This is an optimization exercise on Yosys and OpenROAD, whose aim is small area, not a production implementation. Function was checked by simulation only, so behaviour that the tests miss may differ from the original. The flow treats the clock pin as an ideal source, which a real chip does not have. No activity file was given, so power comes from the tool's default toggle rates.

## flow/design.v (module list and top-level ports; edited modules follow where they fit)
// module cordic_pipeline_rtl: 451 lines
module cordic_pipeline_rtl( clock, reset, ce, angle_in, sin_out, cos_out, valid_out );
  // ...
==> flow/flow/run.sh <==
#!/bin/bash
# Own layout flow: the standard flow (standard.sh) with three changes:
#  1. the port buffers use the smallest buffer cell (buf_1);
#  2. after the standard synthesis, the combinational cells other than full adders are
#     mapped again by Yosys/ABC for area, with a few ABC scripts; registers and their
#     names are untouched;
#  3. full adders are flipped in polarity (FA(~a,~b,~c) = ~FA(a,b,c)) where that
#     lowers the number of inverters (FIXINV_STRICT=0: some may move).
# Every rewritten netlist is checked against the standard synthesis's netlist by
# bit-parallel random simulation of every register input and every output port; the
# smallest checked netlist whose worst slack (ideal clock, no wires) is at least 0.25 ns
# (a margin for wires) is laid out; if none qualifies, the standard netlist is used.
set -uo pipefail
export PYTHONHASHSEED=0
export FIXINV_STRICT=0
export BUFFER_PORTS_ARGS="-buffer_cell sky130_fd_sc_hd__buf_1"
# the layout runs on one thread so that it is reproducible
sed 's/^make -C \(.*\) "\${@:-finish}"$/make -C \1 NUM_CORES=1 "${@:-finish}"/' standard.sh > standard1.sh
grep -q "NUM_CORES=1" standard1.sh || cp standard.sh standard1.sh
RES="$PWD/orfs/results/sky130hd/cordic_pipeline_rtl/base"
bash standard.sh "$RES/1_2_yosys.v" > standard_synth.log 2>&1 || exit 1
cp "$RES/1_2_yosys.v" "$PWD/netlist_standard.v"
BEST="$PWD/netlist_standard.v"; BESTAREA=""
for S in default flow/abc_*.abc; do
  N=$(basename "$S" .abc)
  ARG=""; [ "$S" != default ] && ARG="-script $PWD/$S"
  mkdir -p "remap_$N"
  if python3 flow/remap.py "$PWD/netlist_standard.v" "$PWD/remap_$N/remap.v" "$PWD/remap_$N" "$ARG" > "remap_$N/remap.log" 2>&1 \
     && python3 flow/fixinv.py "$PWD/remap_$N/remap.v" "$PWD/remap_$N/fixinv.v" > "remap_$N/fixinv.log" 2>&1 \
     && python3 flow/simcheck.py "$PWD/netlist_standard.v" "$PWD/remap_$N/fixinv.v" > "remap_$N/simcheck.log" 2>&1; then
    NETLIST="$PWD/remap_$N/fixinv.v" openroad -no_init -exit flow/sta.tcl > "remap_$N/sta.log" 2>&1
    WNS=$(grep -oE "^WNS \S+" "remap_$N/sta.log" | awk '{print $2}')
    AREA=$(python3 flow/area.py "$PWD/remap_$N/fixinv.v")
    echo "$N area $AREA wns $WNS" >> choose.log
    if [ -n "$WNS" ] && python3 -c "import sys; sys.exit(0 if float('$WNS') >= 0.25 and ('$BESTAREA'=='' or float('$AREA') < float('$BESTAREA')) else 1)"; then
      BEST="$PWD/remap_$N/fixinv.v"; BESTAREA=$AREA
    fi
  else
    echo "$N failed" >> choose.log
  fi
done
echo "chosen: $BEST" >> choose.log
cp "$BEST" "$RES/1_2_yosys.v"
bash standard1.sh > standard_layout.log 2>&1
==> flow/flow/abc_s3.abc <==
strash
&get -n
&fraig -x
&put
scorr
dc2
dretime
strash
&get -n
&dch -f
&nf -R 1000
&put
==> flow/flow/abc_s5.abc <==
strash
dc2
dch -f
amap
==> flow/flow/abc_s6.abc <==
strash
&get -n
&fraig -x
&put
scorr
dc2
dretime
strash
dch -f
map -a
==> flow/flow/abc_s8.abc <==
strash
&get -n
&fraig -x
&put
scorr
dc2
dretime
strash
dch -f
map -a
strash
dch -f
map -a
==> flow/flow/abc_s9.abc <==
strash
&get -n
&fraig -x
&put
scorr
dc2
dretime
strash
&get -n
&dch -f
&nf -R 1000
&put
strash
dch -f
map -a
==> flow/flow/area.py <==
#!/usr/bin/env python3
"""Total liberty cell area of a flat netlist. Usage: area.py netlist.v"""
import os, re, sys
lib = os.environ.get("FLOW_HOME", "/OpenROAD-flow-scripts/flow") + "/platforms/sky130hd/lib/sky130_fd_sc_hd__tt_025C_1v80.lib"
L = open(lib).read()
area = {m.group(1): float(m.group(2)) for m in re.finditer(r'\n    cell \("(\w+)"\) \{\s*\n(?:.*?\n)*?\s*area : ([\d.]+)', L)}
t = open(sys.argv[1]).read()
print("%.2f" % sum(area[c] for c in re.findall(r'^\s*(sky130_fd_sc_hd__\w+)\s', t, re.M)))
==> flow/flow/fixinv.py <==
#!/usr/bin/env python3
"""Remove inverters around full adders in a flat Yosys netlist of sky130 cells.

A full adder is self-dual: FA(~a,~b,~c) = (~sum, ~cout). Each fa cell may be "flipped":
it is fed the complements of its inputs and its outputs then carry the complements of the
original signals. Nets joined by inverters form classes; a class needs one inverter when
some consumer wants the polarity its driver does not give. A greedy search over flips of
single adders and of connected adder groups lowers the inverter count; the netlist is then
rewritten. Usage: fixinv.py in.v out.v
"""
import os, re, sys, collections

INV_RE = re.compile(r"sky130_fd_sc_hd__(inv|clkinv)_\d+$")
FA_RE = re.compile(r"sky130_fd_sc_hd__fa_\d+$")
OUTPINS = {"X", "Y", "Q", "Q_N", "SUM", "COUT", "HI", "LO"}

def main(src, dst):
    text = open(src).read()
    m = re.search(r"^(.*?\bmodule\b.*?\);\n)(.*)(endmodule.*)$", text, re.S)
    head, body, tail = m.group(1), m.group(2), m.group(3)
    stmts = re.split(r"(?<=;)", body)
    cells = []
    for i, s in enumerate(stmts):
        mm = re.match(r"\s*(sky130_fd_sc_hd__\w+)\s+(\S+)\s*\((.*)\)\s*;\s*$", s, re.S)
        if mm:
            pins = collections.OrderedDict((p, n.strip()) for p, n in re.findall(r"\.(\w+)\(([^()]*)\)", mm.group(3)))
            cells.append({"i": i, "type": mm.group(1), "name": mm.group(2), "pins": pins})
    # nets used outside cells (assigns) or declared as ports keep their exact polarity
    pinned = set()
    for s in stmts:
        if re.match(r"\s*sky130_fd_sc_hd__", s): continue
        if re.match(r"\s*(wire|reg)\b", s): continue
        for n in re.findall(r"(\\\S+|[A-Za-z_][\w$]*)(\s*\[\d+(?::\d+)?\])?", s):
            pinned.add(n[0]); pinned.add((n[0] + n[1].replace(" ", "")) if n[1] else n[0])
    def base(n):
        return re.sub(r"\s*\[.*$", "", n)
    drv = {}
    loads = collections.defaultdict(list)
    for c in cells:
        for p, n in c["pins"].items():
            if p in OUTPINS: drv[n] = (c, p)
            else: loads[n].append((c, p))
    isinv = lambda c: bool(INV_RE.match(c["type"]))
    isfa = lambda c: bool(FA_RE.match(c["type"]))
    # classes: follow inverters back to the root
    pol = {}; root = {}
    def find(n):
        if n in root: return root[n], pol[n]
        d = drv.get(n)
        if d and isinv(d[0]):
            r, p = find(d[0]["pins"]["A"])
            root[n], pol[n] = r, p ^ 1
        else:
            root[n], pol[n] = n, 0
        return root[n], pol[n]
    allnets = set(drv) | set(loads)
    for n in allnets: find(n)
    members = collections.defaultdict(list)
    for n in allnets: members[root[n]].append(n)
    fas = [c for c in cells if isfa(c)]
    faid = {c["name"]: k for k, c in enumerate(fas)}
    flip = [0] * len(fas)
    # a class is frozen if any member net is pinned (port/assign) or it is a constant
    def frozen(r):
        return any(n in pinned or base(n) in pinned or "'" in n for n in members[r])
    # consumers of each class: list of (cell, pin, polarity wanted relative to root)
    cons = collections.defaultdict(list)
    for n in allnets:
        for (c, p) in loads.get(n, []):
            if isinv(c): continue
            cons[root[n]].append((c, p, pol[n]))
    def drvflip(r):
        d = drv.get(r)
        if d and isfa(d[0]): return flip[faid[d[0]["name"]]]
        return 0
    def keepall(r):
        return frozen(r) or drv.get(r) is None
    def cost(r):
        f0 = drvflip(r)
        need = set()
        for (c, p, q) in cons[r]:
            need.add(q ^ (flip[faid[c["name"]]] if isfa(c) else 0))
        if keepall(r):
            # all original inverters stay; count only missing polarities
            have = {pol[n] for n in members[r]}
            return 100 * f0 + len(need - have)
        return 1 if (need - {f0}) else 0
    # classes touched by each fa
    touch = collections.defaultdict(set)
    for k, c in enumerate(fas):
        for p, n in c["pins"].items():
            if n in root: touch[k].add(root[n])
    classes = list(members)
    orig = sum(1 for c in cells if isinv(c))
    total = sum(cost(r) for r in classes)
    pass
    # groups: fas joined by direct (inverter-free or not) connections between fa pins
    adj = collections.defaultdict(set)
    for r in classes:
        ks = set()
        d = drv.get(r)
        if d and isfa(d[0]): ks.add(faid[d[0]["name"]])
        for (c, p, q) in cons[r]:
            if isfa(c): ks.add(faid[c["name"]])
        for a in ks:
            adj[a] |= ks - {a}
    base_cost = {r: cost(r) for r in classes}
    strict = os.environ.get("FIXINV_STRICT", "1") == "1"
    def try_flip(group):
        cls = set()
        for k in group: cls |= touch[k]
        before = sum(cost(r) for r in cls)
        for k in group: flip[k] ^= 1
        costs = {r: cost(r) for r in cls}
        after = sum(costs.values())
        # strict: never add an inverter where the standard netlist had none
        if after < before and not (strict and any(costs[r] > base_cost[r] for r in cls)):
            return before - after
        for k in group: flip[k] ^= 1
        return 0
    improved = True
    while improved:
        improved = False
        for k in range(len(fas)):
            if try_flip([k]): improved = True
        for k in range(len(fas)):
            for j in adj[k]:
                if j > k and try_flip([k, j]): improved = True
        # chains along carries
        for k in range(len(fas)):
            grp = [k]; cur = k
            for _ in range(12):
                nxt = [j for j in adj[cur] if j not in grp]
                if not nxt: break
                cur = nxt[0]; grp.append(cur)
                if try_flip(list(grp)): improved = True
    total = sum(cost(r) for r in classes)
    pass
    # rewrite: per class, nets for polarity 0/1
    newwires = []
    cnt = [0]
    tag = 0
    while ("fixinv%d_" % tag) in text: tag += 1
    def newnet():
        cnt[0] += 1
        nm = "_fixinv%d_%d_" % (tag, cnt[0])
        newwires.append(nm)
        return nm
    drop = set(c["name"] for c in cells if isinv(c))
    addcells = []
    for r in classes:
        polnet = {}
        for n in members[r]:
            polnet.setdefault(pol[n], n)
        f0 = drvflip(r)
        need = set()
        for (c, p, q) in cons[r]:
            need.add(q ^ (flip[faid[c["name"]]] if isfa(c) else 0))
        if frozen(r): need |= {pol[n] for n in members[r]}
        d = drv.get(r)
        if keepall(r):
            # undriven (port, constant, assign) or pinned class: keep its inverters and nets;
            # only flipped adders reading it are moved to the complement
            assert f0 == 0
            for n in members[r]:
                dd = drv.get(n)
                if dd and isinv(dd[0]): drop.discard(dd[0]["name"])
            for (c, p, q) in cons[r]:
                if isfa(c) and flip[faid[c["name"]]]:
                    want = q ^ 1
                    if want not in polnet:
                        polnet[want] = newnet()
                        addcells.append(("sky130_fd_sc_hd__inv_1", polnet[1 ^ want], polnet[want]))
                    c["pins"][p] = polnet[want]
            continue
        net = {}
        net[f0] = polnet.get(f0) or newnet()
        d[0]["pins"][d[1]] = net[f0]
        if (1 ^ f0) in need:
            net[1 ^ f0] = polnet.get(1 ^ f0) or newnet()
            addcells.append(("sky130_fd_sc_hd__inv_1", net[f0], net[1 ^ f0]))
        for (c, p, q) in cons[r]:
            want = q ^ (flip[faid[c["name"]]] if isfa(c) else 0)
            c["pins"][p] = net[want]
    out = []
    for i, s in enumerate(stmts):
        out.append(s)
    for c in cells:
        if c["name"] in drop:
            out[c["i"]] = ""
            continue
        conn = ",".join("\n    .%s(%s%s)" % (p, n, " " if n.startswith("\\") else "") for p, n in c["pins"].items())
        out[c["i"]] = "\n  %s %s (%s\n  );" % (c["type"], c["name"], conn)
    extra = "".join("\n  wire %s;" % nm for nm in newwires)
    for k, (t, a, y) in enumerate(addcells):
        extra += "\n  %s _fixinv%d_cell_%d_ (\n    .A(%s%s),\n    .Y(%s%s)\n  );" % (t, tag, k, a, " " if a.startswith("\\") else "", y, " " if y.startswith("\\") else "")
    res = head + extra + "".join(out) + "\n" + tail
    open(dst, "w").write(res)
    ninv = len(re.findall(r"sky130_fd_sc_hd__(?:inv|clkinv)_\d+ ", res))
    print("inverters after: %d" % ninv)

if __name__ == "__main__":
    main(sys.argv[1], sys.argv[2])
==> flow/flow/remap.py <==
#!/usr/bin/env python3
"""Re-map the combinational logic of a flat sky130 netlist with Yosys/ABC for area.

Registers (every sequential cell) and full-adder cells stay as they are, with their
instance names; all other cells are read as their liberty functions, flattened and mapped
again by ABC, avoiding the platform's don't-use cells.
Usage: remap.py in.v out.v workdir  (FLOW_HOME must point at ORFS's flow/ folder)"""
import os, re, sys, subprocess
flow = os.environ.get("FLOW_HOME", "/OpenROAD-flow-scripts/flow")
lib = flow + "/platforms/sky130hd/lib/sky130_fd_sc_hd__tt_025C_1v80.lib"
src, dst, wd = sys.argv[1], sys.argv[2], sys.argv[3]
abcextra = sys.argv[4] if len(sys.argv) > 4 else ""
txt = open(lib).read()
models = []
for m in re.finditer(r'\n    cell \("(\w+)"\) \{', txt):
    name = m.group(1)
    end = txt.find('\n    cell (', m.end()); body = txt[m.end(): end if end > 0 else len(txt)]
    if re.search(r'\n        (ff|latch|statetable) ', body): continue
    if re.search(r'__fa_\d', name): continue
    pins = []; outs = {}; ok = True
    for pm in re.finditer(r'\n        pin \("(\w+)"\) \{(.*?)\n        \}', body, re.S):
        d = re.search(r'direction : "(\w+)"', pm.group(2))
        if not d: continue
        f = re.search(r'function : "([^"]*)"', pm.group(2))
        pins.append((pm.group(1), d.group(1)))
        if d.group(1) == 'output':
            if not f: ok = False; break
            outs[pm.group(1)] = f.group(1)
    if not ok or not outs: continue
    s = "module %s(%s);\n" % (name, ", ".join(p for p, _ in pins))
    for p, d in pins: s += "  %s %s;\n" % (d, p)
    for o, f in outs.items(): s += "  assign %s = %s;\n" % (o, f.replace('!', '~'))
    models.append(s + "endmodule\n")
open(wd + "/remap_models.v", "w").write("".join(models))
cfg = open(flow + "/platforms/sky130hd/config.mk").read()
du = re.search(r"export DONT_USE_CELLS \+= \\(.*?)\n#", cfg, re.S).group(1)
dont = " ".join("-dont_use " + c for c in re.findall(r"sky130_fd_sc_hd__\w+", du))
ys = """read_liberty -lib {lib}
read_verilog -overwrite {wd}/remap_models.v
read_verilog {src}
hierarchy -top cordic_pipeline_rtl
flatten
techmap
opt -purge
abc -liberty {lib} {dont} ABCEXTRA
opt_clean -purge
hilomap -singleton -hicell sky130_fd_sc_hd__conb_1 HI -locell sky130_fd_sc_hd__conb_1 LO
insbuf -buf sky130_fd_sc_hd__buf_4 A X
opt_clean -purge
check
stat -liberty {lib}
write_verilog -noattr -nohex -nodec {dst}
""".format(lib=lib, wd=wd, src=src, dst=dst, dont=dont).replace("ABCEXTRA", abcextra)
open(wd + "/remap.ys", "w").write(ys)
r = subprocess.run(["yosys", "-s", wd + "/remap.ys"], stdout=open(wd + "/remap_yosys.log", "w"), stderr=subprocess.STDOUT)
sys.exit(r.returncode)
==> flow/flow/simcheck.py <==
#!/usr/bin/env python3
"""Compare two flat sky130 netlists combinationally: flop outputs and primary inputs are
driven with the same random bit-parallel words, and every flop input and primary output
must match. Usage: simcheck.py gold.v gate.v [lib]"""
import re, sys, random, collections
LIB = "/OpenROAD-flow-scripts/flow/platforms/sky130hd/lib/sky130_fd_sc_hd__tt_025C_1v80.lib"
W = 1 << 14
MASK = (1 << W) - 1

def libfuncs(path):
    txt = open(path).read()
    funcs = {}; seq = set()
    for m in re.finditer(r'\n    cell \("(\w+)"\) \{', txt):
        name = m.group(1)
        end = txt.find('\n    cell (', m.end())
        body = txt[m.end(): end if end > 0 else len(txt)]
        if re.search(r'\n        (ff|latch|statetable) ', body): seq.add(name); continue
        outs = {}
        for pm in re.finditer(r'\n        pin \("(\w+)"\) \{(.*?)\n        \}', body, re.S):
            f = re.search(r'function : "([^"]*)"', pm.group(2))
            if f and 'direction : "output"' in pm.group(2): outs[pm.group(1)] = f.group(1)
        funcs[name] = outs
    return funcs, seq

def pyexpr(f):
    f = f.replace('!', ' ~').replace('&', ' & ').replace('|', ' | ').replace('^', ' ^ ')
    f = re.sub(r'\b([A-Z]\w*)\b', r'v["\1"]', f)
    f = f.replace('1', 'MASK') if f.strip() == '1' else f
    return f

def parse(path):
    text = open(path).read()
    cells = []
    for mm in re.finditer(r"(sky130_fd_sc_hd__\w+)\s+(\S+)\s*\((.*?)\);", text, re.S):
        pins = dict((p, n.strip()) for p, n in re.findall(r"\.(\w+)\(([^()]*)\)", mm.group(3)))
        cells.append((mm.group(1), mm.group(2), pins))
    assigns = re.findall(r"assign\s+(.*?)\s*=\s*(.*?);", text)
    ins = []
    for d in re.findall(r"input\s+(\[[^\]]*\])?\s*(\S+);", text):
        if d[0]:
            hi, lo = map(int, re.match(r"\[(\d+):(\d+)\]", d[0]).groups())
            ins += ["%s[%d]" % (d[1], i) for i in range(lo, hi + 1)]
        else: ins.append(d[1])
    outs = []
    for d in re.findall(r"output\s+(\[[^\]]*\])?\s*(\S+);", text):
        if d[0]:
            hi, lo = map(int, re.match(r"\[(\d+):(\d+)\]", d[0]).groups())
            outs += ["%s[%d]" % (d[1], i) for i in range(lo, hi + 1)]
        else: outs.append(d[1])
    return cells, assigns, ins, outs

def norm(n):
    n = n.strip()
    if n.startswith("\\"): n = n[1:]
    return n.replace(" ", "")

def simulate(path, funcs, seq, stim):
    cells, assigns, ins, outs = parse(path)
    val = {"1'h0": 0, "1'h1": MASK, "1'b0": 0, "1'b1": MASK}
    for n in ins: val[norm(n)] = stim.setdefault("in:" + norm(n), random.getrandbits(W))
    flops = {}
    for t, nm, pins in cells:
        tt = t.replace("sky130_fd_sc_hd__", "")
        if t in seq:
            q = norm(pins.get("Q", ""))
            val[q] = stim.setdefault("ff:" + nm, random.getrandbits(W))
            flops[nm] = pins
    comb = [(t, nm, pins) for t, nm, pins in cells if t not in seq]
    drv = {}
    for c in comb:
        for p, n in c[2].items():
            if p in funcs[c[0]]: drv[norm(n)] = c
    asg = {norm(a): norm(b) for a, b in assigns}
    done = set()
    sys.setrecursionlimit(100000)
    def get(n):
        n = norm(n)
        if n in val: return val[n]
        if n in asg:
            val[n] = get(asg[n]); return val[n]
        c = drv.get(n)
        if c is None: raise KeyError(n)
        t, nm, pins = c
        v = {p: get(pins[p]) for p in pins if p not in funcs[t]}
        for op, f in funcs[t].items():
            e = pyexpr(f)
            r = eval(e, {"v": v, "MASK": MASK}) & MASK
            val[norm(pins[op])] = r
        return val[n]
    res = {}
    for nm, pins in flops.items():
        for p in pins:
            if p not in ("Q", "CLK", "Q_N"): res["ff:%s.%s" % (nm, p)] = get(pins[p])
    for o in outs: res["out:" + norm(o)] = get(o)
    return res

funcs, seq = libfuncs(sys.argv[3] if len(sys.argv) > 3 else LIB)
random.seed(1)
stim = {}
a = simulate(sys.argv[1], funcs, seq, stim)
b = simulate(sys.argv[2], funcs, seq, stim)
bad = [k for k in a if a[k] != b.get(k)]
print("compared %d signals x %d vectors; mismatches: %d" % (len(a), W, len(bad)))
print(bad[:10])
sys.exit(1 if bad or set(a) != set(b) else 0)
==> flow/flow/sta.tcl <==
# worst setup slack of a netlist with ideal clocks (used to choose among re-mapped netlists)
set flow $::env(FLOW_HOME)
read_lef $flow/platforms/sky130hd/lef/sky130_fd_sc_hd.tlef
read_lef $flow/platforms/sky130hd/lef/sky130_fd_sc_hd_merged.lef
read_liberty $flow/platforms/sky130hd/lib/sky130_fd_sc_hd__tt_025C_1v80.lib
read_verilog $::env(NETLIST)
link_design $::env(FLOW_TOP)
read_sdc $::env(FLOW_SDC)
puts "WNS [sta::worst_slack -max]"
==> flow/standard.sh <==
#!/bin/bash
# synth_recipe.tcl (not shown) runs the flow's synth.tcl, then flattens the netlist and writes it again
# the make line also repeats each setting of config.mk as NAME=value (left out here)
make -C /OpenROAD-flow-scripts/flow DESIGN_CONFIG=/design/flow/config.mk WORK_HOME=/design/flow/orfs CLKGATE_MAP_FILE= SYNTH_SCRIPT=/design/flow/synth_recipe.tcl "${@:-finish}"
==> flow/config.mk <==
export PLATFORM = sky130hd
export DESIGN_NAME = cordic_pipeline_rtl
export DESIGN_NICKNAME = cordic_pipeline_rtl
export VERILOG_FILES = /design/flow/design.v
export SDC_FILE = /design/flow/constraint.sdc
export NUM_CORES = 4
export LEC_CHECK = 0
export CAP_MARGIN = 0
export CORE_MARGIN = 2
export CORE_UTILIZATION = 70
export CTS_CLUSTER_DIAMETER = 100
export CTS_CLUSTER_SIZE = 30
export GPL_TIMING_DRIVEN = 1
export PLACE_DENSITY = 0.75
export SETUP_SLACK_MARGIN = 0.1
export SLEW_MARGIN = 0
==> flow/constraint.sdc <==
create_clock -name core_clock -period 4.5 [get_ports {clock}]
set_input_delay 0.9000 -clock core_clock [delete_from_list [all_inputs] [get_ports {clock}]]
set_output_delay 0.9000 -clock core_clock [all_outputs]
set_load 0.01 [all_outputs]
==> flow_summary_export.csv, run 1 <==
group,metric,value,unit
outcome,status,"complete, no violations",
setup_path,worst_setup_path_end_kind,"flop",
floorplan,die-height,151,um
setup_path,critPathLaunchType,"flop",
power_and_ir_drop,maxPowerGroup,"combinational cells",
final_layout,fill_cells,1356,
timing,period_needed,4320,ps
detailed_routing,post-route-drc-count,0,
final_layout,layout_commonest_cell,"edfxtp_1",
floorplan,core_area,0.0211,mm2
power_and_ir_drop,power_clock,1.24,mW
clock_tree,cts_hold_buf,0,
power_and_ir_drop,share_seq_of_total_power,32.7,%
detailed_routing,route.met2.wl,14400,um
timing,rsz0062_at_grt,"true",
final_layout,nNonClkBuffers,88,
clock_tree,post_cts_buffers,7,
detailed_routing,drtAntennaViolNets,0,
clock_tree,cts_tree,"built",
power_and_ir_drop,power.leakage,6.81,nW
clock_tree,clk_pin_slew_worst_paths,120,ps
power_and_ir_drop,ir_worst_vdd,0.595,mV
final_layout,final_cell_mix,"edfxtp_1 (260), inv_1 (223), nor2_1 (183), nand2_1 (177), xor2_1 (134)",
power_and_ir_drop,pwr-share-comb,58.0,%
setup_path,cpPeakStageDelay,560,ps
hold_path,hold_end,"l6_d[10]",
clock_tree,clock_latency,480,ps
floorplan,start_util,71.7,%
global_routing,grt_use_met1,25.8,%
final_layout,seq_cells,264,
floorplan,io_pins,40,
detailed_routing,post_drt_wl_per_cell,14.6,um
clock_tree,numCtsBuffers,12,
final_layout,buffer_area_share,3.24,%
==> inputs of run 2 (changes only) <==
--- a/flow/config.mk
+++ b/flow/config.mk
@@ -13,4 +13,4 @@
 export GPL_TIMING_DRIVEN = 1
 export PLACE_DENSITY = 0.75
-export SETUP_SLACK_MARGIN = 0.1
+export SETUP_SLACK_MARGIN = 0.0
 export SLEW_MARGIN = 0
==> flow_summary_export.csv, run 2 <==
group,metric,value,unit
timing,period_needed,4340,ps
clock_tree,cts_tree,"built",
timing,finalSetupViolCount,0,
setup_path,cp.arrival,4590,ps
final_layout,max_flop_register,"l1_e",
outcome,status,"complete, no violations",
setup_path,rr_endpoint,"l15_s[10]",
run,drv_cap,0,
power_and_ir_drop,power.leakage,6.79,nW
timing,hold_viol,0,
setup_path,reg2regPathDepth,17,
timing,clock_skew,12.6,ps
setup_path,cp_cell_sequence,"fa_2 > fa_1 > fa_2 > fa_1 > or2_2 > nand2_1 > and3_2 > maj3_2 > nand3_1 > o21ai_2 > nand2_1 > nor2_2 > nand2_1 > o21ai_0 > inv_1 > nor2_2 > xor2_1",
placed_design,finalWeightedCongestion,0.880,
timing,drv_slew,0,
timing,fin_setup_tns,0,ps
power_and_ir_drop,powerDensity,804,mW/mm2
placed_design,dp_hpwl,19500,um
final_layout,drive_gt1_share,7.62,%
detailed_routing,viasPerCell,5.41,
setup_path,r2r-start,"l14_y[2]",
final_layout,layout_commonest_cell,"edfxtp_1",
floorplan,die-height,151,um
final_layout,final_cell_mix,"edfxtp_1 (260), inv_1 (225), nor2_1 (183), nand2_1 (179), xor2_1 (135)",
floorplan,row_count,53,
power_and_ir_drop,ir_worst_vdd,0.587,mV
setup_path,cpPeakStageDelay,530,ps
placed_design,place_area,0.0158,mm2
hold_path,hp-start,"l5_d[10]",
global_routing,grt_start_max_net_pins,110,
clock_tree,clk_pin_slew_worst_paths,110,ps
final_layout,design_area,0.0164,mm2
detailed_routing,drt_iter0_markers,376,
setup_path,crit_top_cell,"nand2_1",
timing,hold_slack,426,ps
clock_tree,cts_hold_buf,0,
final_layout,layoutNonFillerInstCount,1784,
global_routing,grt.total_usage,23.0,%
setup_path,r2r_slack,160,ps
detailed_routing,post-route-drc-count,0,
setup_path,worst-path-buf-inv,1,
synthesis,postSynthAreaPerCell,10.7,um2
hold_path,hold_class,"flop to flop",
floorplan,die_width,151,um
clock_tree,cts_htree_levels,1,
timing,fin_ws,164,ps
timing,relSlewSlack,50.7,%
detailed_routing,wl,25900,um
floorplan,core_area,0.0211,mm2
global_routing,antenna_found_initial,0,
clock_tree,cts_sinks,264,
detailed_routing,via_count,9644,
synthesis,synth_warnings,1,
floorplan,io_pins,40,
final_layout,area_growth,8.62,%
synthesis,syn_area,0.0151,mm2
synthesis,synth_fp_nets,1515,
setup_path,crit_start,"l14_y[2]",
hold_path,hold_end,"l6_d[10]",
setup_path,critPathLaunchType,"flop",
global_routing,grt_pass1_wl,41700,um
detailed_routing,dr.pass1.iters,4,
synthesis,synthCells,1407,
setup_path,crit_required,4750,ps
detailed_routing,post_drt_wl_per_cell,14.5,um
final_layout,fill_cells,1357,
clock_tree,numCtsBuffers,12,
floorplan,start_util,71.7,%
global_routing,grt_overflow,0,
placed_design,place_ws,-54.7,ps
setup_path,crit_family,"adder cells",
clock_tree,cts_root_buffer,"clkbuf_16",
timing,max_freq,0.231,GHz
final_layout,nets,1613,
final_layout,diodes,0,
setup_path,worst-path-max-fanout,4,
global_routing,grt_pass1_vias,9419,
hold_path,hold_depth,0,
placed_design,place_inst,1745,
setup_path,worst_setup_path_end_kind,"flop",
clock_tree,clockBufferDepth,3,
clock_tree,clock_latency,480,ps
setup_path,path_class,"flop to flop",
floorplan,die-area,0.0228,mm2
placed_design,portBuffers,39,
final_layout,largest_reg_flops,14,
setup_path,cp_slowest_cell,"edfxtp_1",
timing,tightestPinTransition,740,ps
timing,fin_crit_sh,96.3,%
detailed_routing,drtAntennaViolNets,0,
run 2: repair_timing:
| action | 4_1_cts | 5_1_grt |
|---|---|---|
| resized for setup | 4 | 38 |
| setup endpoints to repair | 8 | 19 |
| buffers inserted | 1 | 20 |
| pin swaps | 1 | 15 |
run 2: worst reg2reg max path, cell delays in order, from the launching register on:
cell,delay [ps]
edfxtp_1,530
fa_2,440
fa_1,490
fa_2,370
fa_1,440
or2_2,350
nand2_1,90
and3_2,220
maj3_2,220
nand3_1,90
o21ai_2,90
nand2_1,110
nor2_2,160
nand2_1,70
o21ai_0,110
inv_1,90
nor2_2,150
xor2_1,80
run 2: where the power goes:
| part | switching, mW | internal (mW) |
|---|---|---|
| Combinational | 4.26 | 3.32 |
| Clock | 0.701 | 0.539 |
| Sequential | 0.406 | 3.98 |
| Total | 5.37 | 7.83 |
run 2: cell type report:
cell class	count	area, um2	area share, %
repair buffers	84	504	3.07
multi-input cells	903	6430	39.2
inverters	240	901	5.49
flip-flops and latches	264	7890	48.0
clock inverters	1	8.76	0.0533
clock buffers	17	340	2.07
well taps	275	344	2.10
run 2: stage by stage:
step           total power, mW  utilization (%)
6_report                  13.2             77.9
5_1_grt                   14.4             77.9
4_1_cts                   12.9             76.7
3_5_place_dp              11.6             74.9
3_3_place_gp              11.1             74.9
2_1_floorplan             9.87                -
run 2: how the worst max path moves through the flow:
stage	endpoint	slack, ps	depth (start not counted)
after floorplan	l15_s[10]	270	18
after global placement	l14_x[8]	30	21
after detailed placement	l14_y[7]	-50	23
after CTS	l15_s[10]	2	17
after global routing	l14_y[11]	-90	26
final	l15_s[10]	160	17
run 2: per-layer routing:
| metal | GRT usage (%) | part of all wire (%) | vias up |
|---|---|---|---|
| met3 | 2.14 | 2.6 | 66 |
| met2 | 45.8 | 55 | 180 |
| met4 | 7.48 | 3.1 | 0 |
| met5 | 0 | 0 | - |
| met1 | 25.7 | 39 | 4609 |
| li1 | - | - | 4789 |
==> inputs of run 3 (changes only) <==
--- a/flow/config.mk
+++ b/flow/config.mk
@@ -8,5 +8,5 @@
 export CAP_MARGIN = 0
 export CORE_MARGIN = 2
-export CORE_UTILIZATION = 70
+export CORE_UTILIZATION = 65
 export CTS_CLUSTER_DIAMETER = 100
 export CTS_CLUSTER_SIZE = 30
==> flow_summary_export.csv, run 3 <==
group,metric,value,unit
power_and_ir_drop,ir_worst_vdd,0.662,mV
timing,hold_viol,0,
detailed_routing,dr.pass1.iters,6,
detailed_routing,viasPerCell,5.31,
final_layout,largest_reg_flops,14,
timing,fin_crit_sh,97.3,%
detailed_routing,via_count,9513,
detailed_routing,post_drt_wl_per_cell,14.2,um
detailed_routing,post-route-drc-count,0,
outcome,status,"complete, no violations",
synthesis,synthCells,1407,
placed_design,portBuffers,39,
setup_path,r2r-start,"l13_d[9]",
global_routing,grt_pass1_wl,41700,um
placed_design,finalWeightedCongestion,0.891,
setup_path,cpPeakStageDelay,570,ps
power_and_ir_drop,powerDensity,787,mW/mm2
final_layout,diodes,0,
floorplan,start_util,66.6,%
global_routing,grt_overflow,0,
clock_tree,cts_htree_levels,1,
hold_path,hp-start,"l6_d[10]",
final_layout,drive_gt1_share,7.89,%
timing,clock_skew,19.0,ps
synthesis,synth_fp_nets,1515,
final_layout,final_cell_mix,"edfxtp_1 (260), inv_1 (220), nor2_1 (182), nand2_1 (179), xor2_1 (134)",
placed_design,dp_hpwl,19300,um
setup_path,reg2regPathDepth,26,
hold_path,hold_end,"l7_d[10]",
timing,max_freq,0.228,GHz
setup_path,path_class,"flop to flop",
timing,drv_slew,0,
clock_tree,numCtsBuffers,12,
global_routing,antenna_found_initial,0,
clock_tree,clock_latency,480,ps
run,drv_cap,0,
floorplan,row_count,55,
setup_path,crit_required,4740,ps
global_routing,grt_pass1_vias,9393,
floorplan,io_pins,40,
setup_path,cp.arrival,4620,ps
timing,tightestPinTransition,926,ps
setup_path,crit_family,"simple AND/OR/NAND/NOR gates",
global_routing,grt.total_usage,21.1,%
floorplan,core_area,0.0227,mm2
final_layout,nets,1614,
detailed_routing,wl,25500,um
power_and_ir_drop,power.leakage,6.80,nW
hold_path,hold_class,"flop to flop",
final_layout,max_flop_register,"l1_e",
setup_path,cp_slowest_cell,"fa_1",
detailed_routing,drt_iter0_markers,451,
clock_tree,clockBufferDepth,3,
setup_path,rr_endpoint,"l14_y[11]",
final_layout,fill_cells,1616,
timing,fin_setup_tns,0,ps
setup_path,r2r_slack,120,ps
synthesis,syn_area,0.0151,mm2
detailed_routing,drtAntennaViolNets,0,
floorplan,die_width,156,um
timing,finalSetupViolCount,0,
setup_path,critPathLaunchType,"flop",
clock_tree,cts_sinks,264,
floorplan,die-height,156,um
setup_path,crit_top_cell,"inv_2",
global_routing,grt_start_max_net_pins,83,
clock_tree,clk_pin_slew_worst_paths,110,ps
timing,period_needed,4380,ps
floorplan,die-area,0.0245,mm2
final_layout,area_growth,8.96,%
final_layout,finish.utilization,72.5,%
synthesis,postSynthAreaPerCell,10.7,um2
clock_tree,cts_root_buffer,"clkbuf_16",
hold_path,hold_depth,0,
setup_path,worst_setup_path_end_kind,"flop",
synthesis,synth_warnings,1,
clock_tree,cts_tree,"built",
setup_path,worst-path-buf-inv,6,
setup_path,worst-path-max-fanout,5,
final_layout,layout_commonest_cell,"edfxtp_1",
setup_path,crit_start,"l13_d[9]",
timing,relSlewSlack,38.3,%
==> run 3: final cells by class <==
type | count | area (um2) | area share (%)
Timing Repair Buffer | 85 | 524 | 3.18
Sequential cell | 264 | 7890 | 47.9
Clock inverter | 2 | 8.76 | 0.0532
Multi-Input combinational cell | 903 | 6460 | 39.2
Tap cell | 285 | 357 | 2.17
Clock buffer | 14 | 329 | 2.00
Inverter | 240 | 901 | 5.47
==> run 3: worst register-to-register path, delay by kind of cell, from the launching register on <==
family	cells	cell delay (ps)
AOI/OAI and AO/OA	7	800
xor gates and xnor gates	2	280
adders and majority gates	1	570
buffers and inverters	6	580
DFF	1	500
muxes	1	180
and+or+nand+nor	9	1230
==> run 3: stage by stage <==
stage	power (mW)	hold WS, ps	setup WS, ps	instance area, um2	instances
final	13.0	427	119	16500	1793
after global routing	14.3	435	-174	16500	1793
after CTS	12.7	428	14.7	16200	1776
after detailed placement	11.4	405	-38.8	15800	1758
after global placement	11.1	401	69.5	15800	1758
after floorplan	9.87	400	273	15100	1407
==> run 3: repair_timing <==
action | CTS | global route
pin swaps | 1 | 18
endpoints found under the setup margin | 5 | 20
resized for setup | 4 | 49
hold buffers | 0 | 0
endpoints found under the hold margin | 0 | 0
buffers inserted | 2 | 17
==> run 3: routing by layer <==
metal,vias to the layer above,part of all wire [%],global-route usage (%)
met5,-,0,0
li1,4776,-,-
met4,0,2.3,6.42
met3,40,2.4,2.10
met2,147,56,41.7
met1,4550,40,23.9
==> run 3: worst max path at each step <==
| stage | cells after the start | slack, ps | end |
|---|---|---|---|
| 3_5_place_dp | 19 | -40 | l14_x[8] |
| 6_report | 26 | 120 | l14_y[11] |
| 3_3_place_gp | 21 | 70 | l14_x[8] |
| 2_1_floorplan | 18 | 270 | l15_s[10] |
| 4_1_cts | 17 | 10 | l15_s[10] |
| 5_1_grt | 26 | -170 | l14_y[11] |
==> run 3: where the power goes <==
part	switching (mW)	leakage, nW	internal, mW
clock network	0.688	0.167	0.528
logic	4.12	4.06	3.25
registers	0.402	2.58	3.98
==> inputs of run 4 (changes only) <==
--- a/flow/config.mk
+++ b/flow/config.mk
@@ -12,5 +12,5 @@
 export CTS_CLUSTER_SIZE = 30
 export GPL_TIMING_DRIVEN = 1
-export PLACE_DENSITY = 0.75
+export PLACE_DENSITY = 0.7
 export SETUP_SLACK_MARGIN = 0.0
 export SLEW_MARGIN = 0
==> flow_summary_export.csv, run 4 <==
group,metric,value,unit
timing,tightestPinTransition,758,ps
power_and_ir_drop,powerDensity,790,mW/mm2
detailed_routing,drt_iter0_markers,434,
timing,fin_setup_tns,0,ps
setup_path,cp_slowest_cell,"fa_1",
floorplan,die-area,0.0245,mm2
setup_path,cpPeakStageDelay,560,ps
timing,relSlewSlack,49.5,%
setup_path,cp-endpoint,"l14_y[10]",
clock_tree,numCtsBuffers,12,
final_layout,diodes,0,
timing,period_needed,4280,ps
global_routing,grtUsageMet3,1.83,%
clock_tree,cts_htree_levels,1,
setup_path,r2r_slack,220,ps
final_layout,max_flop_register,"l1_e",
final_layout,drive_gt1_share,6.67,%
final_layout,largest_reg_flops,14,
clock_tree,clk_pin_slew_worst_paths,120,ps
floorplan,row_count,55,
setup_path,cp.arrival,4520,ps
power_and_ir_drop,ir_worst_vdd,0.738,mV
power_and_ir_drop,power.switching,5.17,mW
detailed_routing,post-route-drc-count,0,
timing,fin_crit_sh,95.0,%
detailed_routing,post_drt_wl_per_cell,14.2,um
timing,clock_skew,22.7,ps
timing,hold_viol,0,
global_routing,grt_start_max_net_pins,105,
final_layout,final_cell_mix,"edfxtp_1 (260), inv_1 (221), nor2_1 (183), nand2_1 (182), xor2_1 (137)",
setup_path,crit_required,4740,ps
setup_path,r2r-start,"l13_d[9]",
placed_design,finalWeightedCongestion,0.858,
final_layout,layoutNonFillerInstCount,1785,
setup_path,path_class,"flop to flop",
floorplan,die_width,156,um
global_routing,antenna_found_initial,0,
timing,hold_slack,410,ps
setup_path,worst-path-buf-inv,6,
placed_design,dp_hpwl,19300,um
synthesis,synthCells,1407,
detailed_routing,wl,25300,um
clock_tree,cts_hold_buf,0,
floorplan,core_area,0.0227,mm2
hold_path,hold_class,"flop to flop",
power_and_ir_drop,clkPwrFrac,9.6,%
global_routing,grt_use_met1,24.8,%
floorplan,die-height,156,um
hold_path,hp-start,"l10_d[8]",
setup_path,worst-path-max-fanout,5,
final_layout,area_growth,8.13,%
power_and_ir_drop,share_seq_of_total_power,33.9,%
global_routing,grt_pass1_wl,42100,um
synthesis,synth_warnings,1,
setup_path,reg2regPathDepth,19,
final_layout,finish.utilization,72.0,%
power_and_ir_drop,internal-power,7.74,mW
final_layout,nets,1603,
placed_design,portBuffers,39,
placed_design,place_inst,1754,
setup_path,crit_family,"adder cells",
setup_path,crit_top_cell,"inv_1",
clock_tree,cts_tree,"built",
setup_path,critical_path_depth,19,
detailed_routing,dr.pass1.iters,7,
synthesis,synth_fp_nets,1515,
global_routing,grt.total_usage,21.4,%
run,drv_cap,0,
final_layout,design_area,0.0163,mm2
setup_path,crit_start,"l13_d[9]",
timing,finalSetupViolCount,0,
global_routing,grt_overflow,0,
power_and_ir_drop,pwr-share-comb,56.5,%
setup_path,critPathLaunchType,"flop",
clock_tree,cts_root_buffer,"clkbuf_16",
clock_tree,clockBufferDepth,3,
setup_path,worst_setup_path_end_kind,"flop",
floorplan,io_pins,40,
detailed_routing,via_count,9482,
detailed_routing,drtAntennaViolNets,0,
floorplan,start_util,66.6,%
placed_design,place_area,0.0158,mm2
timing,max_freq,0.234,GHz
clock_tree,cts_sinks,264,
timing,drv_slew,0,
global_routing,grt_pass1_vias,9433,
synthesis,syn_area,0.0151,mm2
power_and_ir_drop,power.leakage,6.74,nW
setup_path,cp_cell_sequence,"buf_6 > xor2_1 > inv_1 > nand3_1 > or3_2 > mux2i_1 > xnor2_1 > inv_2 > fa_1 > inv_1 > fa_1 > inv_1 > o21ai_0 > o21ai_0 > xor2_1 > nor2_4 > inv_1 > o21ai_0 > xor2_1",
final_layout,layout_commonest_cell,"edfxtp_1",
global_routing,use_met2,42.8,%
synthesis,postSynthAreaPerCell,10.7,um2
global_routing,grt.busiest_layer,"met2",
setup_path,rr_endpoint,"l14_y[10]",
detailed_routing,viasPerCell,5.31,
outcome,status,"complete, no violations",
clock_tree,clock_latency,490,ps
power_and_ir_drop,swShare,40.0,%
## run 4: per-stage QoR
stage / power [mW] / setup slack, ps
after floorplan: 9.87 / 273
after global placement: 11.2 / 93.6
after detailed placement: 11.5 / -18.8
after CTS: 12.7 / 24.7
after global routing: 14.1 / -142
final: 12.9 / 224
## run 4: final cells by class
class	instances	area, um2
multi-input cells	903	6400
clock buffers	18	344
clock inverters	1	7.51
inverters	240	901
flip-flops and latches	264	7890
repair buffers	74	442
well taps	285	357
fillers	1629	6370
## run 4: how the worst min path moves through the flow
stage	endpoint	slack, ps	depth (start not counted)
2_1_floorplan	l10_d[10]	400	0
3_3_place_gp	l9_d[9]	400	0
3_5_place_dp	l10_d[9]	400	0
4_1_cts	l11_d[8]	410	0
5_1_grt	l11_d[8]	430	0
6_report	l11_d[8]	410	0
## run 4: what timing repair did
action | 4_1_cts | 5_1_grt
buffers inserted | 0 | 12
pin swaps | 0 | 8
setup endpoints to repair | 2 | 20
gates resized for setup | 3 | 33
## run 4: power by group through the flow
| stage | registers, mW | clock network (mW) | logic, mW |
|---|---|---|---|
| after floorplan | 4.44 | 0 | 5.43 |
| after global placement | 4.42 | 0 | 6.74 |
| after detailed placement | 4.44 | 0 | 7.04 |
| after CTS | 4.39 | 1.27 | 7.09 |
| after global routing | 4.46 | 1.35 | 8.33 |
| final | 4.37 | 1.24 | 7.30 |
## run 4: layer usage
layer / vias to the layer above / share of wire (%)
met5: - / 0
met1: 4563 / 40
met2: 119 / 56
met4: 0 / 1.7
li1: 4769 / -
met3: 31 / 2.1
==> inputs of run 5 (changes only) <==
--- a/flow/config.mk
+++ b/flow/config.mk
@@ -12,5 +12,5 @@
 export CTS_CLUSTER_SIZE = 30
 export GPL_TIMING_DRIVEN = 1
-export PLACE_DENSITY = 0.7
+export PLACE_DENSITY = 0.65
 export SETUP_SLACK_MARGIN = 0.0
 export SLEW_MARGIN = 0
==> flow_summary_export.csv, run 5 <==
group,metric,value,unit
detailed_routing,dr.pass1.iters,7,
setup_path,reg2regPathDepth,19,
setup_path,critical_path_depth,19,
floorplan,start_util,66.6,%
final_layout,drive_gt1_share,6.67,%
placed_design,dp_hpwl,19300,um
power_and_ir_drop,share_seq_of_total_power,33.9,%
synthesis,syn_area,0.0151,mm2
setup_path,cpPeakStageDelay,560,ps
floorplan,die_width,156,um
setup_path,r2r_slack,220,ps
setup_path,crit_top_cell,"inv_1",
setup_path,cp_slowest_cell,"fa_1",
clock_tree,numCtsBuffers,12,
timing,tightestPinTransition,758,ps
clock_tree,clock_latency,490,ps
timing,drv_slew,0,
clock_tree,cts_hold_buf,0,
run,drv_cap,0,
setup_path,path_class,"flop to flop",
setup_path,cp-endpoint,"l14_y[10]",
timing,hold_slack,410,ps
setup_path,worst-path-max-fanout,5,
setup_path,r2r-start,"l13_d[9]",
detailed_routing,post-route-drc-count,0,
final_layout,finish.utilization,72.0,%
detailed_routing,via_count,9482,
detailed_routing,drt_iter0_markers,434,
setup_path,crit_required,4740,ps
timing,hold_viol,0,
detailed_routing,post_drt_wl_per_cell,14.2,um
power_and_ir_drop,pwr-share-comb,56.5,%
synthesis,synth_fp_nets,1515,
timing,period_needed,4280,ps
synthesis,synthCells,1407,
final_layout,max_flop_register,"l1_e",
setup_path,cp_cell_sequence,"buf_6 > xor2_1 > inv_1 > nand3_1 > or3_2 > mux2i_1 > xnor2_1 > inv_2 > fa_1 > inv_1 > fa_1 > inv_1 > o21ai_0 > o21ai_0 > xor2_1 > nor2_4 > inv_1 > o21ai_0 > xor2_1",
clock_tree,clk_pin_slew_worst_paths,120,ps
detailed_routing,wl,25300,um
setup_path,crit_family,"adder cells",
global_routing,grt_pass1_vias,9433,
detailed_routing,viasPerCell,5.31,
placed_design,finalWeightedCongestion,0.858,
global_routing,antenna_found_initial,0,
timing,fin_crit_sh,95.0,%
setup_path,cp.arrival,4520,ps
final_layout,final_cell_mix,"edfxtp_1 (260), inv_1 (221), nor2_1 (183), nand2_1 (182), xor2_1 (137)",
global_routing,grt_overflow,0,
final_layout,nets,1603,
setup_path,rr_endpoint,"l14_y[10]",
placed_design,place_area,0.0158,mm2
floorplan,die-area,0.0245,mm2
final_layout,diodes,0,
clock_tree,cts_htree_levels,1,
final_layout,design_area,0.0163,mm2
hold_path,hold_class,"flop to flop",
clock_tree,cts_tree,"built",
synthesis,postSynthAreaPerCell,10.7,um2
clock_tree,cts_sinks,264,
power_and_ir_drop,power.switching,5.17,mW
timing,clock_skew,22.7,ps
clock_tree,clockBufferDepth,3,
power_and_ir_drop,power.leakage,6.74,nW
final_layout,largest_reg_flops,14,
setup_path,worst_setup_path_end_kind,"flop",
floorplan,die-height,156,um
final_layout,layoutNonFillerInstCount,1785,
timing,relSlewSlack,49.5,%
floorplan,row_count,55,
power_and_ir_drop,swShare,40.0,%
timing,finalSetupViolCount,0,
clock_tree,cts_root_buffer,"clkbuf_16",
power_and_ir_drop,ir_worst_vdd,0.738,mV
global_routing,grt.total_usage,21.4,%
placed_design,place_inst,1754,
floorplan,core_area,0.0227,mm2
setup_path,crit_start,"l13_d[9]",
placed_design,portBuffers,39,
power_and_ir_drop,clkPwrFrac,9.6,%
detailed_routing,drtAntennaViolNets,0,
setup_path,worst-path-buf-inv,6,
floorplan,io_pins,40,
timing,max_freq,0.234,GHz
outcome,status,"complete, no violations",
power_and_ir_drop,powerDensity,790,mW/mm2
final_layout,layout_commonest_cell,"edfxtp_1",
power_and_ir_drop,internal-power,7.74,mW
synthesis,synth_warnings,1,
final_layout,area_growth,8.13,%
setup_path,critPathLaunchType,"flop",
global_routing,grt_start_max_net_pins,105,
global_routing,grt_pass1_wl,42100,um
[run 5: cell counts in the layout (fill, tap and decap cells not counted)]
Identical to the previous run, type by type.
[run 5: worst min path at each step]
| stage | from | end | slack (ps) | cells after the start |
|---|---|---|---|---|
| finish | l10_d[8] | l11_d[8] | 410 | 0 |
| global route | l10_d[8] | l11_d[8] | 430 | 0 |
| floorplan | l9_d[10] | l10_d[10] | 400 | 0 |
| global placement | l8_d[9] | l9_d[9] | 400 | 0 |
| detailed placement | l9_d[9] | l10_d[9] | 400 | 0 |
| CTS | l10_d[8] | l11_d[8] | 410 | 0 |
[run 5: routing by layer]
layer  GRT usage [%]  wire [um]  up-vias
met3            1.83        537       31
met5               0          0        -
met1            24.8      10000     4563
met2            42.8      14300      119
li1                -          -     4769
met4            4.46        420        0
[run 5: final cells by class]
class	instances	area, um2
inverter	240	901
sequential	264	7890
tap	285	357
multi-input combinational	903	6400
clock inverter	1	7.51
clock buffer	18	344
fill	1629	6370
timing repair buffer	74	442
[run 5: stage by stage]
| step | power [mW] | TNS, ps | setup slack, ps |
|---|---|---|---|
| 2_1_floorplan | 9.87 | 0 | 273 |
| 3_3_place_gp | 11.2 | 0 | 93.6 |
| 3_5_place_dp | 11.5 | -30.4 | -18.8 |
| 4_1_cts | 12.7 | 0 | 24.7 |
| 5_1_grt | 14.1 | -846 | -142 |
| 6_report | 12.9 | 0 | 224 |
[run 5: power by group through the flow]
| stage | clock network (mW) | logic [mW] | registers (mW) |
|---|---|---|---|
| global placement | 0 | 6.74 | 4.42 |
| CTS | 1.27 | 7.09 | 4.39 |
| finish | 1.24 | 7.30 | 4.37 |
| global route | 1.35 | 8.33 | 4.46 |
| floorplan | 0 | 5.43 | 4.44 |
| detailed placement | 0 | 7.04 | 4.44 |
[run 5: what timing repair did]
item	4_1_cts	5_1_grt
gates resized for setup	3	33
setup endpoints to repair	2	20
pin swaps	0	8
setup buffers	0	12
endpoints found under the hold margin	0	0
==> inputs of run 6 (changes only) <==
--- a/flow/config.mk
+++ b/flow/config.mk
@@ -8,5 +8,5 @@
 export CAP_MARGIN = 0
 export CORE_MARGIN = 2
-export CORE_UTILIZATION = 65
+export CORE_UTILIZATION = 60
 export CTS_CLUSTER_DIAMETER = 100
 export CTS_CLUSTER_SIZE = 30
==> flow_summary_export.csv, run 6 <==
group,metric,value,unit
final_layout,final_cell_mix,"edfxtp_1 (260), inv_1 (221), nor2_1 (183), nand2_1 (178), xor2_1 (134)",
timing,drv_slew,0,
setup_path,crit_required,4750,ps
synthesis,syn_area,0.0151,mm2
detailed_routing,post-route-drc-count,0,
timing,hold_slack,408,ps
placed_design,finalWeightedCongestion,0.878,
synthesis,synthCells,1407,
floorplan,start_util,60.5,%
setup_path,worst-path-max-fanout,4,
clock_tree,cts_sinks,264,
detailed_routing,wl,25700,um
outcome,status,"complete, no violations",
final_layout,area_growth,9.57,%
detailed_routing,drt_iter0_markers,453,
global_routing,grt_pass1_wl,42100,um
power_and_ir_drop,ir_worst_vdd,1.12,mV
timing,relSlewSlack,47.5,%
clock_tree,numCtsBuffers,13,
synthesis,synth_warnings,1,
timing,fin_crit_sh,95.6,%
clock_tree,cts_tree,"built",
floorplan,die-area,0.0265,mm2
final_layout,fill_cells,1955,
timing,tightestPinTransition,787,ps
global_routing,grt.total_usage,19.8,%
final_layout,layoutNonFillerInstCount,1838,
placed_design,portBuffers,39,
final_layout,nets,1611,
floorplan,die-height,163,um
timing,finalSetupViolCount,0,
detailed_routing,dr.pass1.iters,5,
placed_design,place_inst,1800,
final_layout,finish.utilization,66.3,%
global_routing,grt_pass1_vias,9159,
timing,hold_viol,0,
timing,clock_skew,31.7,ps
final_layout,max_flop_register,"l1_e",
setup_path,path_class,"flop to flop",
floorplan,io_pins,40,
timing,period_needed,4300,ps
clock_tree,clock_latency,500,ps
final_layout,largest_reg_flops,14,
timing,fin_ws,199,ps
detailed_routing,via_count,9393,
power_and_ir_drop,power.leakage,6.81,nW
global_routing,grt_start_max_net_pins,112,
detailed_routing,drtAntennaViolNets,0,
hold_path,hold_class,"flop to flop",
final_layout,design_area,0.0166,mm2
clock_tree,cts_root_buffer,"clkbuf_16",
power_and_ir_drop,power.total,13.2,mW
final_layout,drive_gt1_share,7.89,%
run,drv_cap,0,
placed_design,dp_hpwl,19200,um
floorplan,die_width,163,um
final_layout,layout_commonest_cell,"edfxtp_1",
final_layout,diodes,0,
clock_tree,cts_hold_buf,0,
floorplan,row_count,58,
clock_tree,clk_pin_slew_worst_paths,110,ps
timing,max_freq,0.233,GHz
placed_design,place_ws,-87.1,ps
global_routing,grt_overflow,0,
power_and_ir_drop,powerDensity,795,mW/mm2
synthesis,synth_fp_nets,1515,
clock_tree,cts_htree_levels,1,
placed_design,place_area,0.0159,mm2
detailed_routing,post_drt_wl_per_cell,14.0,um
setup_path,worst_setup_path_end_kind,"flop",
synthesis,postSynthAreaPerCell,10.7,um2
global_routing,antenna_found_initial,0,
setup_path,cp.arrival,4550,ps
clock_tree,clockBufferDepth,3,
timing,fin_setup_tns,0,ps
setup_path,critPathLaunchType,"flop",
detailed_routing,viasPerCell,5.11,
floorplan,core_area,0.0250,mm2
-- run 6: where the power goes --
part	switching [mW]	total, mW	internal [mW]
registers	0.396	4.37	3.98
clock network	0.758	1.37	0.616
logic	4.15	7.42	3.27
-- run 6: final timing paths --
kind                  from   endpoint  slack, ps  cells past startpoint
setup / recovery  l14_y[3]  l15_s[10]        200                     16
hold / removal     l5_d[4]    l6_d[4]        410                      0
setup reg to reg  l14_y[3]  l15_s[10]        200                     16
hold reg to reg    l5_d[4]    l6_d[4]        410                      0
-- run 6: metal layers --
| layer | GRT usage, % | share of wire (%) | up-vias |
|---|---|---|---|
| li1 | - | - | 4776 |
| met1 | 22.7 | 40 | 4421 |
| met2 | 38.2 | 54 | 144 |
| met3 | 2.14 | 2.7 | 52 |
| met4 | 6.64 | 3.0 | 0 |
| met5 | 0 | 0 | - |
-- run 6: worst max-delay path, cell delays in order, from the launching register on --
cell and delay, ps:
edfxtp_1 440, inv_1 220, fa_1 440, fa_1 460, fa_1 400, fa_1 460
fa_1 480, xor2_1 240, nand3_1 120, o21ai_2 90, nand2_2 90, nor2_2 110
nand2_1 60, o21ai_0 110, inv_1 100, nor2_2 140, xor2_1 80
-- run 6: repair_timing --
item,in CTS,in global routing
pin swaps,0,16
buffers inserted,0,18
resized for setup,3,43
setup endpoints to repair,5,21
-- run 6: layout make-up --
| cell class | count | area [um2] | area share [%] |
|---|---|---|---|
| clock buffer | 15 | 333 | 2.01 |
| sequential | 264 | 7890 | 47.6 |
| tap | 330 | 413 | 2.49 |
| timing repair buffer | 81 | 490 | 2.96 |
| inverter | 240 | 901 | 5.44 |
| multi-input combinational | 903 | 6460 | 39.0 |
| clock inverter | 5 | 76.3 | 0.461 |
==> inputs of run 7 (changes only) <==
--- a/flow/config.mk
+++ b/flow/config.mk
@@ -8,9 +8,9 @@
 export CAP_MARGIN = 0
 export CORE_MARGIN = 2
-export CORE_UTILIZATION = 60
+export CORE_UTILIZATION = 62
 export CTS_CLUSTER_DIAMETER = 100
 export CTS_CLUSTER_SIZE = 30
 export GPL_TIMING_DRIVEN = 1
-export PLACE_DENSITY = 0.65
+export PLACE_DENSITY = 0.7
 export SETUP_SLACK_MARGIN = 0.0
 export SLEW_MARGIN = 0
==> flow_summary_export.csv, run 7 <==
group,metric,value,unit
final_layout,fill_cells,1852,
final_layout,drive_gt1_share,6.91,%
detailed_routing,post_drt_wl_per_cell,13.9,um
synthesis,synthCells,1407,
global_routing,grt_pass1_wl,43100,um
timing,fin_ws,197,ps
global_routing,grt_overflow,0,
final_layout,finish.utilization,68.3,%
setup_path,worst_setup_path_end_kind,"flop",
power_and_ir_drop,swShare,40.3,%
detailed_routing,drt_iter0_markers,455,
clock_tree,cts_tree,"built",
placed_design,place_ws,-23.8,ps
run,drv_cap,0,
setup_path,reg2regPathDepth,24,
placed_design,portBuffers,39,
timing,drv_slew,0,
placed_design,finalWeightedCongestion,0.891,
clock_tree,cts_root_buffer,"clkbuf_16",
clock_tree,clock_latency,490,ps
timing,finalSetupViolCount,0,
clock_tree,cts_sinks,264,
clock_tree,cts_htree_levels,1,
timing,tightestPinTransition,744,ps
power_and_ir_drop,power.switching,5.19,mW
floorplan,die-area,0.0256,mm2
setup_path,r2r_slack,200,ps
placed_design,place_inst,1797,
outcome,status,"complete, no violations",
setup_path,crit_required,4750,ps
setup_path,cp_cell_sequence,"buf_4 > xor2_1 > inv_1 > nand3_1 > or3_4 > mux2i_4 > xnor2_2 > inv_2 > fa_1 > nor2_1 > inv_1 > nand2_1 > a21oi_1 > nand2_1 > nor4_2 > o21ai_1 > o21ai_1 > inv_2 > nand2_1 > inv_1 > nand2_1 > nor2_1 > a31oi_1 > xnor2_1",
timing,hold_viol,0,
final_layout,diodes,0,
synthesis,synth_fp_nets,1515,
detailed_routing,wl,25300,um
synthesis,postSynthAreaPerCell,10.7,um2
final_layout,nets,1609,
floorplan,core_area,0.0241,mm2
final_layout,layout_commonest_cell,"edfxtp_1",
timing,period_needed,4300,ps
timing,fin_crit_sh,95.6,%
final_layout,layoutNonFillerInstCount,1828,
detailed_routing,dr.pass1.iters,5,
setup_path,crit_start,"l13_d[9]",
floorplan,die-height,160,um
global_routing,grt.total_usage,20.4,%
power_and_ir_drop,powerDensity,784,mW/mm2
power_and_ir_drop,internal-power,7.70,mW
setup_path,cpPeakStageDelay,520,ps
final_layout,design_area,0.0165,mm2
clock_tree,clk_pin_slew_worst_paths,110,ps
setup_path,r2r-start,"l13_d[9]",
synthesis,syn_area,0.0151,mm2
floorplan,die_width,160,um
setup_path,cp-endpoint,"l14_y[11]",
synthesis,synth_warnings,1,
placed_design,place_area,0.0159,mm2
clock_tree,clockBufferDepth,3,
setup_path,path_class,"flop to flop",
power_and_ir_drop,ir_worst_vdd,0.805,mV
global_routing,antenna_found_initial,0,
floorplan,io_pins,40,
setup_path,cp.arrival,4560,ps
detailed_routing,via_count,9355,
timing,clock_skew,18.0,ps
power_and_ir_drop,clkPwrFrac,10.1,%
floorplan,row_count,57,
timing,relSlewSlack,50.4,%
setup_path,rr_endpoint,"l14_y[11]",
final_layout,largest_reg_flops,14,
setup_path,cp_slowest_cell,"edfxtp_1",
timing,rsz0062_at_grt,"true",
hold_path,hp-start,"l10_d[9]",
global_routing,grt_start_max_net_pins,108,
placed_design,dp_hpwl,19100,um
power_and_ir_drop,share_seq_of_total_power,33.8,%
final_layout,max_flop_register,"l1_e",
detailed_routing,viasPerCell,5.12,
floorplan,start_util,62.7,%
setup_path,critPathLaunchType,"flop",
setup_path,crit_top_cell,"nand2_1",
power_and_ir_drop,power.leakage,6.78,nW
power_and_ir_drop,pwr-share-comb,56.0,%
timing,max_freq,0.232,GHz
setup_path,worst-path-max-fanout,6,
detailed_routing,post-route-drc-count,0,
detailed_routing,drtAntennaViolNets,0,
clock_tree,numCtsBuffers,13,
final_layout,area_growth,8.86,%
hold_path,hold_class,"flop to flop",
hold_path,hold_depth,0,
power_and_ir_drop,power.total,12.9,mW
final_layout,final_cell_mix,"edfxtp_1 (260), inv_1 (223), nor2_1 (183), nand2_1 (182), xor2_1 (137)",
global_routing,grt_pass1_vias,9560,
## run 7: changes by cell type in the layout (fill, tap and decap cells not counted), sizes merged
cell    previous run  this run
buf               80        78
bufinv             1         0
inv              234       233
## run 7: routing by layer
layer	vias up	share of wire, %	routed length, um	track usage [%]
met2	99	55	14000	40.2
met5	-	0	0	0
met3	37	2.2	566	1.87
li1	4783	-	-	-
met1	4436	40	10200	23.8
met4	0	2.3	584	5.41
## run 7: worst max-delay path: cells and delay by family (launching register included)
family	cells	cell delay, ps
multiplexers	1	170
buffers and inverters	6	610
AND/OR/NAND/NOR	9	1240
flip-flops	1	520
AO/OA/AOI/OAI	4	600
adder cells (fa/ha/maj)	1	520
XOR/XNOR	3	400
## run 7: how the worst min path moves through the flow
stage	slack (ps)	endpoint
floorplan	400	l10_d[10]
global placement	400	l5_d[10]
detailed placement	400	l7_d[5]
CTS	420	l6_d[2]
global route	440	l9_d[4]
finish	410	l11_d[9]
## run 7: timing repair
action,CTS,global route
pin swaps,0,6
resized for setup,2,33
hold buffers,0,0
endpoints found under the setup margin,5,20
setup buffers,2,11
## run 7: power groups by stage
stage / registers [mW] / logic, mW / clock network [mW]
after floorplan: 4.44 / 5.43 / 0
after global placement: 4.43 / 6.75 / 0
after detailed placement: 4.44 / 7.02 / 0
after CTS: 4.38 / 7.08 / 1.35
after global routing: 4.45 / 8.31 / 1.43
final: 4.36 / 7.23 / 1.30
## run 7: metrics by stage
stage	setup TNS, ps	hold slack, ps
floorplan	0	400
global route	-503	435
detailed placement	-28.6	405
finish	0	413
global placement	0	402
CTS	0	421
## run 7: final cells by class
cell class	count	area (um2)	share of cell area, %
clock inverters	3	43.8	0.266
flip-flops and latches	264	7890	47.9
inverters	240	901	5.48
clock buffers	15	333	2.02
multi-input cells	903	6410	38.9
well taps	324	405	2.46
repair buffers	79	475	2.89
==> inputs of run 8 (changes only) <==
--- a/flow/config.mk
+++ b/flow/config.mk
@@ -8,7 +8,7 @@
 export CAP_MARGIN = 0
 export CORE_MARGIN = 2
-export CORE_UTILIZATION = 62
+export CORE_UTILIZATION = 65
 export CTS_CLUSTER_DIAMETER = 100
-export CTS_CLUSTER_SIZE = 30
+export CTS_CLUSTER_SIZE = 25
 export GPL_TIMING_DRIVEN = 1
 export PLACE_DENSITY = 0.7
==> flow_summary_export.csv, run 8 <==
group,metric,value,unit
synthesis,syn_area,0.0151,mm2
synthesis,synth_warnings,1,
power_and_ir_drop,share_seq_of_total_power,33.5,%
run,drv_cap,0,
final_layout,drive_gt1_share,7.12,%
detailed_routing,post_drt_wl_per_cell,14.4,um
power_and_ir_drop,pwr-share-comb,56.1,%
clock_tree,cts_sinks,264,
floorplan,die-area,0.0245,mm2
setup_path,cp_slowest_cell,"fa_1",
detailed_routing,via_count,9554,
final_layout,design_area,0.0164,mm2
setup_path,cp_cell_sequence,"buf_6 > xor2_1 > inv_1 > nand3_1 > or3_2 > mux2i_1 > xnor2_1 > inv_2 > fa_1 > inv_1 > fa_1 > inv_1 > o21ai_0 > o21ai_1 > xor2_1 > nor2_4 > nand3_1 > o21ai_2 > xor2_1",
power_and_ir_drop,ir_worst_vdd,0.737,mV
placed_design,place_ws,-18.8,ps
final_layout,nets,1606,
setup_path,crit_required,4750,ps
setup_path,reg2regPathDepth,19,
final_layout,area_growth,8.63,%
setup_path,cpPeakStageDelay,590,ps
setup_path,worst_setup_path_end_kind,"flop",
final_layout,largest_reg_flops,14,
synthesis,synthCells,1407,
clock_tree,clk_pin_slew_worst_paths,100,ps
timing,period_needed,4320,ps
power_and_ir_drop,clkPwrFrac,10.4,%
timing,tightestPinTransition,746,ps
clock_tree,clockBufferDepth,3,
power_and_ir_drop,power.total,13.1,mW
final_layout,fill_cells,1617,
outcome,status,"complete, no violations",
timing,fin_setup_tns,0,ps
setup_path,cp-endpoint,"l14_y[9]",
timing,hold_viol,0,
synthesis,postSynthAreaPerCell,10.7,um2
final_layout,max_flop_register,"l1_e",
floorplan,core_area,0.0227,mm2
hold_path,hold_class,"flop to flop",
clock_tree,numCtsBuffers,14,
placed_design,place_inst,1754,
placed_design,place_area,0.0158,mm2
clock_tree,cts_htree_levels,1,
timing,hold_slack,413,ps
setup_path,rr_endpoint,"l14_y[9]",
global_routing,antenna_found_initial,0,
setup_path,worst-path-max-fanout,5,
setup_path,r2r-start,"l13_d[9]",
clock_tree,cts_tree,"built",
detailed_routing,dr.pass1.iters,5,
setup_path,worst-path-buf-inv,5,
final_layout,diodes,0,
clock_tree,clock_latency,500,ps
detailed_routing,viasPerCell,5.34,
timing,fin_ws,184,ps
power_and_ir_drop,powerDensity,796,mW/mm2
floorplan,die_width,156,um
floorplan,io_pins,40,
final_layout,layout_commonest_cell,"edfxtp_1",
power_and_ir_drop,swShare,40.0,%
power_and_ir_drop,internal-power,7.84,mW
global_routing,grt.total_usage,21.6,%
power_and_ir_drop,power.switching,5.22,mW
timing,clock_skew,21.8,ps
global_routing,grt_overflow,0,
timing,fin_crit_sh,95.9,%
floorplan,start_util,66.6,%
floorplan,die-height,156,um
setup_path,crit_family,"adder cells",
final_layout,final_cell_mix,"edfxtp_1 (260), inv_1 (220), nor2_1 (183), nand2_1 (181), xor2_1 (137)",
detailed_routing,drtAntennaViolNets,0,
setup_path,cp.arrival,4560,ps
global_routing,grt_pass1_vias,9484,
global_routing,grt_pass1_wl,42500,um
timing,relSlewSlack,50.3,%
setup_path,critPathLaunchType,"flop",
power_and_ir_drop,power.leakage,6.77,nW
placed_design,portBuffers,39,
placed_design,dp_hpwl,19300,um
floorplan,row_count,55,
detailed_routing,drt_iter0_markers,421,
setup_path,critical_path_depth,19,
placed_design,finalWeightedCongestion,0.858,
timing,drv_slew,0,
clock_tree,cts_root_buffer,"clkbuf_16",
detailed_routing,wl,25700,um
synthesis,synth_fp_nets,1515,
setup_path,path_class,"flop to flop",
global_routing,grt_start_max_net_pins,105,
detailed_routing,post-route-drc-count,0,
setup_path,crit_start,"l13_d[9]",
setup_path,r2r_slack,180,ps
clock_tree,cts_hold_buf,0,
final_layout,layoutNonFillerInstCount,1788,
timing,max_freq,0.232,GHz
final_layout,finish.utilization,72.3,%
timing,finalSetupViolCount,0,
run 8: cell count changes in the layout (fill, tap and decap cells not counted), sizes merged:
cell,delta
clkbuf,+5
buf,-4
inv,-2
run 8: worst min path at each step:
stage | slack (ps) | cells after the start | start | endpoint
after floorplan | 400 | 0 | l9_d[10] | l10_d[10]
after global placement | 400 | 0 | l8_d[9] | l9_d[9]
after detailed placement | 400 | 0 | l9_d[9] | l10_d[9]
after CTS | 420 | 0 | l10_d[8] | l11_d[8]
after global routing | 430 | 0 | l2_d[7] | l3_d[7]
final | 410 | 0 | l10_d[8] | l11_d[8]
run 8: timing repair:
| item | in CTS | in global routing |
|---|---|---|
| buffers inserted | 0 | 13 |
| pin swaps | 0 | 10 |
| gates resized for setup | 3 | 39 |
| endpoints found under the setup margin | 2 | 20 |
run 8: worst reg2reg max path, stage by stage, from the launching register on:
cell and delay, ps:
edfxtp_1 470, buf_6 180, xor2_1 170, inv_1 110, nand3_1 70, or3_2 470, mux2i_1 170, xnor2_1 190
inv_2 110, fa_1 590, inv_1 70, fa_1 410, inv_1 90, o21ai_0 100, o21ai_1 130, xor2_1 300
nor2_4 100, nand3_1 100, o21ai_2 80, xor2_1 150
run 8: routing by layer:
| layer | vias up | wire length, um | global-route usage (%) |
|---|---|---|---|
| met1 | 4632 | 10200 | 24.9 |
| met3 | 35 | 584 | 2.16 |
| met2 | 116 | 14400 | 42.9 |
| met4 | 0 | 468 | 5.16 |
| li1 | 4771 | - | - |
| met5 | - | 0 | 0 |
run 8: power groups by stage:
stage	Clock, mW	Combinational [mW]	Sequential, mW
2_1_floorplan	0	5.43	4.44
3_3_place_gp	0	6.74	4.42
3_5_place_dp	0	7.04	4.44
4_1_cts	1.40	7.09	4.39
5_1_grt	1.47	8.35	4.46
6_report	1.36	7.33	4.37
run 8: layout make-up:
cell class / count / area (um2) / share of cell area (%)
clock inverter: 1 / 16.3 / 0.0991
inverter: 240 / 901 / 5.49
sequential: 264 / 7890 / 48.0
timing repair buffer: 75 / 449 / 2.74
tap: 285 / 357 / 2.17
clock buffer: 20 / 394 / 2.40
multi-input combinational: 903 / 6410 / 39.1

[separate check: timing with driven ports]
The flow's constraints put no driver on any port. The routed layouts listed below were extracted and timed again, unchanged, in two steps. Step 1 assumes that a clkbuf_16 drives the clock port and a buf_2 every other input. Step 2 also shifts input and output timing later by t, the mid clock arrival at the registers, as if the neighbouring blocks saw the same clock. Slacks: no drivers / after step 1 / after step 2; pairs: no drivers / after step 1.
run	t, ns	setup WS [ns]	worst setup path at the end
run 1	0.516	0.180 / 0.180 / 0.180	register to register
run 2	0.518	0.164 / 0.164 / 0.164	register to register
run 3	0.518	0.119 / 0.119 / 0.119	register to register
run 4	0.520	0.224 / 0.224 / 0.224	register to register
run 5	0.520	0.224 / 0.224 / 0.224	register to register
run 6	0.530	0.199 / 0.199 / 0.199	register to register
run 7	0.528	0.197 / 0.197 / 0.197	register to register
run 8	0.529	0.184 / 0.184 / 0.184	register to register
After both steps setup and hold are still met in every run listed.
